Context: an optimization exercise on an open-source flow, tuned for small area and a short achievable clock period. The choices shown serve that exercise and are no tape-out recipe. In this exercise RTL edits were held to simulation tests only and were not proved equivalent to the original.

## v35
// image_enhance
module image_enhance (
    input  logic        clk,
    input  logic        reset,
    input  logic        stall,
    input  logic [80:0] img,
    input  logic [71:0] fil,
    input  logic [8:0]  add_img,
    output logic [29:0] out
);
Size: ~25000 sq um of cells after synthesis.
clock: 20.0 ns
lec_check: 0
cap_margin: 20
core_margin: 2
core_utilization: 55
cts_cluster_diameter: 80
cts_cluster_size: 30
slew_margin: 20
standard.sh (not shown) runs the stock make flow with config.mk's settings and CLKGATE_MAP_FILE= SYNTH_SCRIPT=/design/flow/synth_recipe.tcl, a recipe that flattens the netlist after the stock synthesis.
==> flow/flow/run.sh <==
#!/bin/bash
# Layout flow: the standard synthesis, then a netlist pass that removes
# inverters around the full-adder cells (flow/invopt.py: cell polarities chosen so fewer inverters are needed), then the standard
# ORFS flow from floorplan to finish with the settings in flow/settings.txt.
set -euo pipefail
R=orfs/results/sky130hd/image_enhance/base
bash standard.sh synth > synth.log 2>&1
python3 flow/invopt.py $R/1_2_yosys.v $R/1_2_yosys_invopt.v > invopt.log 2>&1
cp $R/1_2_yosys.v $R/1_2_yosys_orig.v
cp $R/1_2_yosys_invopt.v $R/1_2_yosys.v
rm -f $R/1_synth.odb $R/1_synth.sdc
mapfile -t EXTRA < flow/settings.txt
bash standard.sh "${EXTRA[@]}" finish > finish.log 2>&1
==> flow/flow/settings.txt <==
SETUP_SLACK_MARGIN=15.0
BUFFER_PORTS_ARGS=-buffer_cell sky130_fd_sc_hd__buf_1
Other scripts of this flow, unchanged in this note and not shown: flow/flow/invopt.py
For v6, these inputs were changed with respect to v35:
Settings: CORE_UTILIZATION now 70, was 55.
--- a/flow/flow/run.sh
+++ b/flow/flow/run.sh
@@ -2,3 +2,11 @@
-# Layout flow: the standard synthesis, then a netlist pass that removes
-# inverters around the full-adder cells (flow/invopt.py: cell polarities chosen so fewer inverters are needed), then the standard
-# ORFS flow from floorplan to finish with the settings in flow/settings.txt.
+# Layout flow:
+#  1. the standard synthesis (standard.sh synth), unchanged;
+#  2. flow/invopt.py on its netlist: picks the polarity in which each
+#     full adder and 2-input AND/OR/XOR gate works, so that fewer inverters
+#     are needed, and puts each full adder's latest input on its fastest pin
+#     (the logic and the registers are left as they are);
+#  3. the standard ORFS flow from floorplan to finish, with the make settings
+#     in flow/settings.txt, one per line: ports buffered with buf_1, and
+#     timing repair asked for 14.9 ns of setup slack (a 5.1 ns period), at
+#     the design's clock period and constraints.
+# Each step's output goes to its own log file in the work folder.
==> flow/flow/settings.txt <==
SETUP_SLACK_MARGIN=14.9
BUFFER_PORTS_ARGS=-buffer_cell sky130_fd_sc_hd__buf_1
Findings:
- In the metrics for v6 and v35, the one carrying the lower synthesis-to-finish area growth is v6.
- Diff v6 and v35: clock buffer and inverter area fraction after layout lower in v6
- On clock insertion delay at the later pin of the skew report, v6 and v35 are basically level.
- Post-detailed-routing wire length (v35 / v6): 1.06
- Across both runs, fraction of area in multi-input gates was higher for v6 than for v35.
- Summary of the comparison: sequential share of layout area is higher in v6, relative to v35.
#### Input delta (v18 over v6)
Settings: an added GPL_TIMING_DRIVEN of 1.
--- a/flow/flow/run.sh
+++ b/flow/flow/run.sh
@@ -9,3 +9 @@
-#     in flow/settings.txt, one per line: ports buffered with buf_1, and
-#     timing repair asked for 14.9 ns of setup slack (a 5.1 ns period), at
-#     the design's clock period and constraints.
+#     in flow/settings.txt, one per line: ports buffered with buf_1.
==> flow/flow/settings.txt <==
BUFFER_PORTS_ARGS=-buffer_cell sky130_fd_sc_hd__buf_1
Results
- | growth of design area from synthesis to finish | v18 vs v6 | 0.63 points lower |
- Compare v18 and v6 | post-layout worst setup margin lower: v18
- Delta (v18 minus v6): clock skew barely changed; post-place instance area now sits at about the same level.
- Taking v6 as the reference, in v18 global-route usage saw an increase; critical path depth +3; share of the clock period used by the worst path went up 2.4 points.
- Run comparison: v6 worst setup path endpoint out[15]; v18 worst setup path endpoint f_r[24]
Inputs modified between v18 and v13:
Settings: a deleted GPL_TIMING_DRIVEN that had been 1.
==> flow/flow/run.sh <==
#!/bin/bash
# Layout flow: the standard synthesis, then a netlist pass that removes
# inverters around the full-adder cells (flow/invopt.py: cell polarities chosen so fewer inverters are needed), then the standard
# ORFS flow from floorplan to finish with the settings in flow/settings.txt.
set -euo pipefail
R=orfs/results/sky130hd/image_enhance/base
bash standard.sh synth > synth.log 2>&1
python3 flow/invopt.py $R/1_2_yosys.v $R/1_2_yosys_invopt.v > invopt.log 2>&1
cp $R/1_2_yosys.v $R/1_2_yosys_orig.v
cp $R/1_2_yosys_invopt.v $R/1_2_yosys.v
rm -f $R/1_synth.odb $R/1_synth.sdc
mapfile -t EXTRA < flow/settings.txt
bash standard.sh "${EXTRA[@]}" finish > finish.log 2>&1
--- a/flow/flow/settings.txt
+++ b/flow/flow/settings.txt
@@ -0,0 +1 @@
+SETUP_SLACK_MARGIN=14.9
## What came out
Summary of v13 over v18: delay contributed by the slowest stage of the critical path fell 520 ps; routed wire length fell 2.2%.
Summary of v13 over v18: final design area excluding fillers went up by about 0.4%; clock-buffer cell count went down 1.
Diff v18 -> v13 | worst hold margin | decrease of 13 ps
Re via count: v13 is 107 down on v18.
Reported for v18 and v13, area after synthesis turned out identical to the last digit.
Setup changes, v13 to v45
Settings: CORE_UTILIZATION: 70 -> 55.
## What came out
v45 has completed all stages; timing, DRC and antenna checks passed. Compared with v13, v45 degrades maximum clock skew at final layout. From v13 to v45 the numbers moved as follows: cell area higher, met1 wire length higher, area growth from synthesis to final layout higher, transition time at the pin with the least slew margin higher. Timing startpoint of the critical path = o_r[2]: v45; timing startpoint of the critical path = o_t: v13. Routed wire length delta (v45 − v13): unfavourable.

* * *

## run A
Starting RTL as in the previous note.
clock: 20.0 ns
lec_check: 0
cap_margin: 20
core_margin: 2
core_utilization: 70
cts_cluster_diameter: 80
cts_cluster_size: 30
slew_margin: 20
==> flow/flow/run.sh <==
#!/bin/bash
# Layout flow:
#  1. the standard synthesis (standard.sh synth), unchanged;
#  2. flow/invopt.py on its netlist: picks the polarity in which each
#     full adder and 2-input AND/OR/XOR gate works, so that fewer inverters
#     are needed, and puts each full adder's latest input on its fastest pin
#     (the logic and the registers are left as they are);
#  3. the standard ORFS flow from floorplan to finish, with the make settings
#     in flow/settings.txt, one per line: ports buffered with buf_1, and
#     timing repair asked for 14.9 ns of setup slack (a 5.1 ns period), at
#     the design's clock period and constraints.
# Each step's output goes to its own log file in the work folder.
set -euo pipefail
R=orfs/results/sky130hd/image_enhance/base
bash standard.sh synth > synth.log 2>&1
python3 flow/invopt.py $R/1_2_yosys.v $R/1_2_yosys_invopt.v > invopt.log 2>&1
cp $R/1_2_yosys.v $R/1_2_yosys_orig.v
cp $R/1_2_yosys_invopt.v $R/1_2_yosys.v
rm -f $R/1_synth.odb $R/1_synth.sdc
mapfile -t EXTRA < flow/settings.txt
bash standard.sh "${EXTRA[@]}" finish > finish.log 2>&1
==> flow/flow/settings.txt <==
SETUP_SLACK_MARGIN=14.95
BUFFER_PORTS_ARGS=-buffer_cell sky130_fd_sc_hd__buf_1
Other scripts of this flow, unchanged in this note and not shown: flow/flow/invopt.py
Modified inputs, run B compared to run A
==> flow/flow/run.sh <==
#!/bin/bash
# Layout flow: the standard synthesis, then a netlist pass that removes
# inverters around the full-adder cells (flow/invopt.py: cell polarities chosen so fewer inverters are needed), then the standard
# ORFS flow from floorplan to finish with the settings in flow/settings.txt.
set -euo pipefail
R=orfs/results/sky130hd/image_enhance/base
bash standard.sh synth > synth.log 2>&1
python3 flow/invopt.py $R/1_2_yosys.v $R/1_2_yosys_invopt.v > invopt.log 2>&1
cp $R/1_2_yosys.v $R/1_2_yosys_orig.v
cp $R/1_2_yosys_invopt.v $R/1_2_yosys.v
rm -f $R/1_synth.odb $R/1_synth.sdc
mapfile -t EXTRA < flow/settings.txt
bash standard.sh "${EXTRA[@]}" finish > finish.log 2>&1
==> flow/flow/settings.txt <==
SETUP_SLACK_MARGIN=15.0
BUFFER_PORTS_ARGS=-buffer_cell sky130_fd_sc_hd__buf_1
diff --git a/flow/config.mk b/flow/config.mk
--- a/flow/config.mk
+++ b/flow/config.mk
@@ -9,5 +9,3 @@
 export CORE_MARGIN = 2
-export CORE_UTILIZATION = 70
-export CTS_CLUSTER_DIAMETER = 80
-export CTS_CLUSTER_SIZE = 30
+export CORE_UTILIZATION = 30
 export SLEW_MARGIN = 20
==> run notes <==
- Re overall fraction of global-route tracks in use: run B and run A aren't equal, and the lower value belongs to run B.
- Across both runs, TritonCTS buffer count was higher for run B than for run A.
- Row minimum setup slack in the final design: run B lower / run A higher
- Diff run B and run A: floorplan die height lower in run A
- NOTE: clock-pin slew reported for the worst setup and hold paths after clock tree synthesis in run B falls short of that of run A
- Run B vs run A: slew at the pin closest to its max-slew limit up
- Of run B and run A, run B shows the higher fraction of final layout cells sized beyond drive strength 1, with run A below it.
Input-level comparison between run C and run B:
==> flow/flow/settings.txt <==
SETUP_SLACK_MARGIN=14.7
BUFFER_PORTS_ARGS=-buffer_cell sky130_fd_sc_hd__buf_1
diff --git a/flow/config.mk b/flow/config.mk
--- a/flow/config.mk
+++ b/flow/config.mk
@@ -9,3 +9,5 @@
 export CORE_MARGIN = 2
-export CORE_UTILIZATION = 30
+export CORE_UTILIZATION = 55
+export CTS_CLUSTER_DIAMETER = 80
+export CTS_CLUSTER_SIZE = 30
 export SLEW_MARGIN = 20
Findings:
- Run C ended with less final hold slack than run B.
- Placer congestion estimate: run C higher than run B
- Compared run C vs run B, and number of post-CTS setup repair buffers is down in run C.
- Run C reports a lower number of buffers created by CTS than run B does.
--- input diff run C..run D ---
==> flow/flow/settings.txt <==
SETUP_SLACK_MARGIN=15.0
BUFFER_PORTS_ARGS=-buffer_cell sky130_fd_sc_hd__buf_1
diff --git a/flow/config.mk b/flow/config.mk
--- a/flow/config.mk
+++ b/flow/config.mk
@@ -10,4 +10,2 @@
 export CORE_UTILIZATION = 55
-export CTS_CLUSTER_DIAMETER = 80
-export CTS_CLUSTER_SIZE = 30
 export SLEW_MARGIN = 20
Notes after the runs:
Status | run C and run D | clean. Run D — cell count 35 higher, run C as reference. Total of cells resized after clock tree synthesis is lower on run C. Looking at largest net degree at the start of global routing across run C and run D, the one that comes out higher is run C. Diff run C -> run D: instance count of the mapped netlist held steady, initial core utilization flat, number of buffer and inverter stages on the critical path decreased 3.

* * *

Starting RTL as in the previous note.
==> flow/config.mk <==
export PLATFORM = sky130hd
export DESIGN_NAME = image_enhance
export DESIGN_NICKNAME = image_enhance
export VERILOG_FILES = /design/flow/design.v
export SDC_FILE = /design/flow/constraint.sdc
export NUM_CORES = 4
export LEC_CHECK = 0
export CAP_MARGIN = 20
export CORE_MARGIN = 2
export CORE_UTILIZATION = 70
export CTS_CLUSTER_DIAMETER = 80
export CTS_CLUSTER_SIZE = 30
export GPL_TIMING_DRIVEN = 1
export SLEW_MARGIN = 20
==> flow/constraint.sdc <==
create_clock -name core_clock -period 20.0 [get_ports {clk}]
set_input_delay 4.0000 -clock core_clock [delete_from_list [all_inputs] [get_ports {clk}]]
set_output_delay 4.0000 -clock core_clock [all_outputs]
set_load 0.01 [all_outputs]
==> flow/flow/run.sh <==
#!/bin/bash
# Layout flow:
#  1. the standard synthesis (standard.sh synth), unchanged;
#  2. flow/invopt.py on its netlist: picks the polarity in which each
#     full adder and 2-input AND/OR/XOR gate works, so that fewer inverters
#     are needed, and puts each full adder's latest input on its fastest pin
#     (the logic and the registers are left as they are);
#  3. the standard ORFS flow from floorplan to finish, with the make settings
#     in flow/settings.txt, one per line: ports buffered with buf_1, and
#     timing repair asked for 14.9 ns of setup slack (a 5.1 ns period), at
#     the design's clock period and constraints.
# Each step's output goes to its own log file in the work folder.
set -euo pipefail
R=orfs/results/sky130hd/image_enhance/base
bash standard.sh synth > synth.log 2>&1
python3 flow/invopt.py $R/1_2_yosys.v $R/1_2_yosys_invopt.v > invopt.log 2>&1
cp $R/1_2_yosys.v $R/1_2_yosys_orig.v
cp $R/1_2_yosys_invopt.v $R/1_2_yosys.v
rm -f $R/1_synth.odb $R/1_synth.sdc
mapfile -t EXTRA < flow/settings.txt
bash standard.sh "${EXTRA[@]}" finish > finish.log 2>&1
Other scripts of this flow, unchanged in this note and not shown: flow/flow/invopt.py, flow/flow/settings.txt
==> next run, changes <==
CORE_UTILIZATION = 80   (was 70)
GPL_TIMING_DRIVEN = unset   (was 1)
After rerunning:
- The changed run finished clean
- maximum frequency went down by 0.37%
- routed wire length is higher by 8.3%
- non-clock buffer count does not change
- design area shrinks by 0.47%

## what the ideal ports hide
The results above use ideal ports. As a check the final layouts listed here were re-extracted and re-timed, cells and wires unchanged.
Step 1: set_driving_cell puts a clkbuf_16 on clk and a buf_2 on each other input, an assumption about the parent block.
Step 2 times the ports against the registers' clock, not the clock port: input delays grow and output delays shrink by t, the midpoint of the rising clock arrivals with the driver on.
Slacks: no drivers / after step 1 / after step 2; pairs: no drivers / after step 1.
run	t (ns)	setup WS [ns]	worst setup path at the end	latest minus earliest clock arrival (ns)	worst slew at a driven data input, ns
v35	0.609	14.905 / 14.846 / 14.512	input to register	0.025 / 0.025	0.05
v6	0.599	14.913 / 14.853 / 14.388	input to register	0.024 / 0.024	0.06
v18	0.581	14.429 / 14.461 / 13.880	input to register	0.024 / 0.024	0.06
v13	0.585	14.930 / 14.872 / 14.461	input to register	0.031 / 0.031	0.04
v45	0.609	14.930 / 14.867 / 14.472	input to register	0.039 / 0.040	0.05
run A	0.590	14.927 / 14.872 / 14.536	input to register	0.032 / 0.032	0.04
run B	0.646	14.907 / 14.842 / 14.448	input to register	0.026 / 0.026	0.07
run C	0.617	14.782 / 14.781 / 14.199	input to register	0.048 / 0.049	0.05
run D	0.633	14.917 / 14.857 / 14.541	input to register	0.023 / 0.023	0.05
the first run of note 3	0.589	14.928 / 14.870 / 14.467	input to register	0.042 / 0.043	0.06
the second run of note 3	0.577	14.910 / 14.855 / 14.430	input to register	0.032 / 0.032	0.06
After both steps every run listed still meets setup and hold. For run C, which loses most, drivers alone change the setup slack by -0.001 ns; drivers and shift together by -0.583 ns.
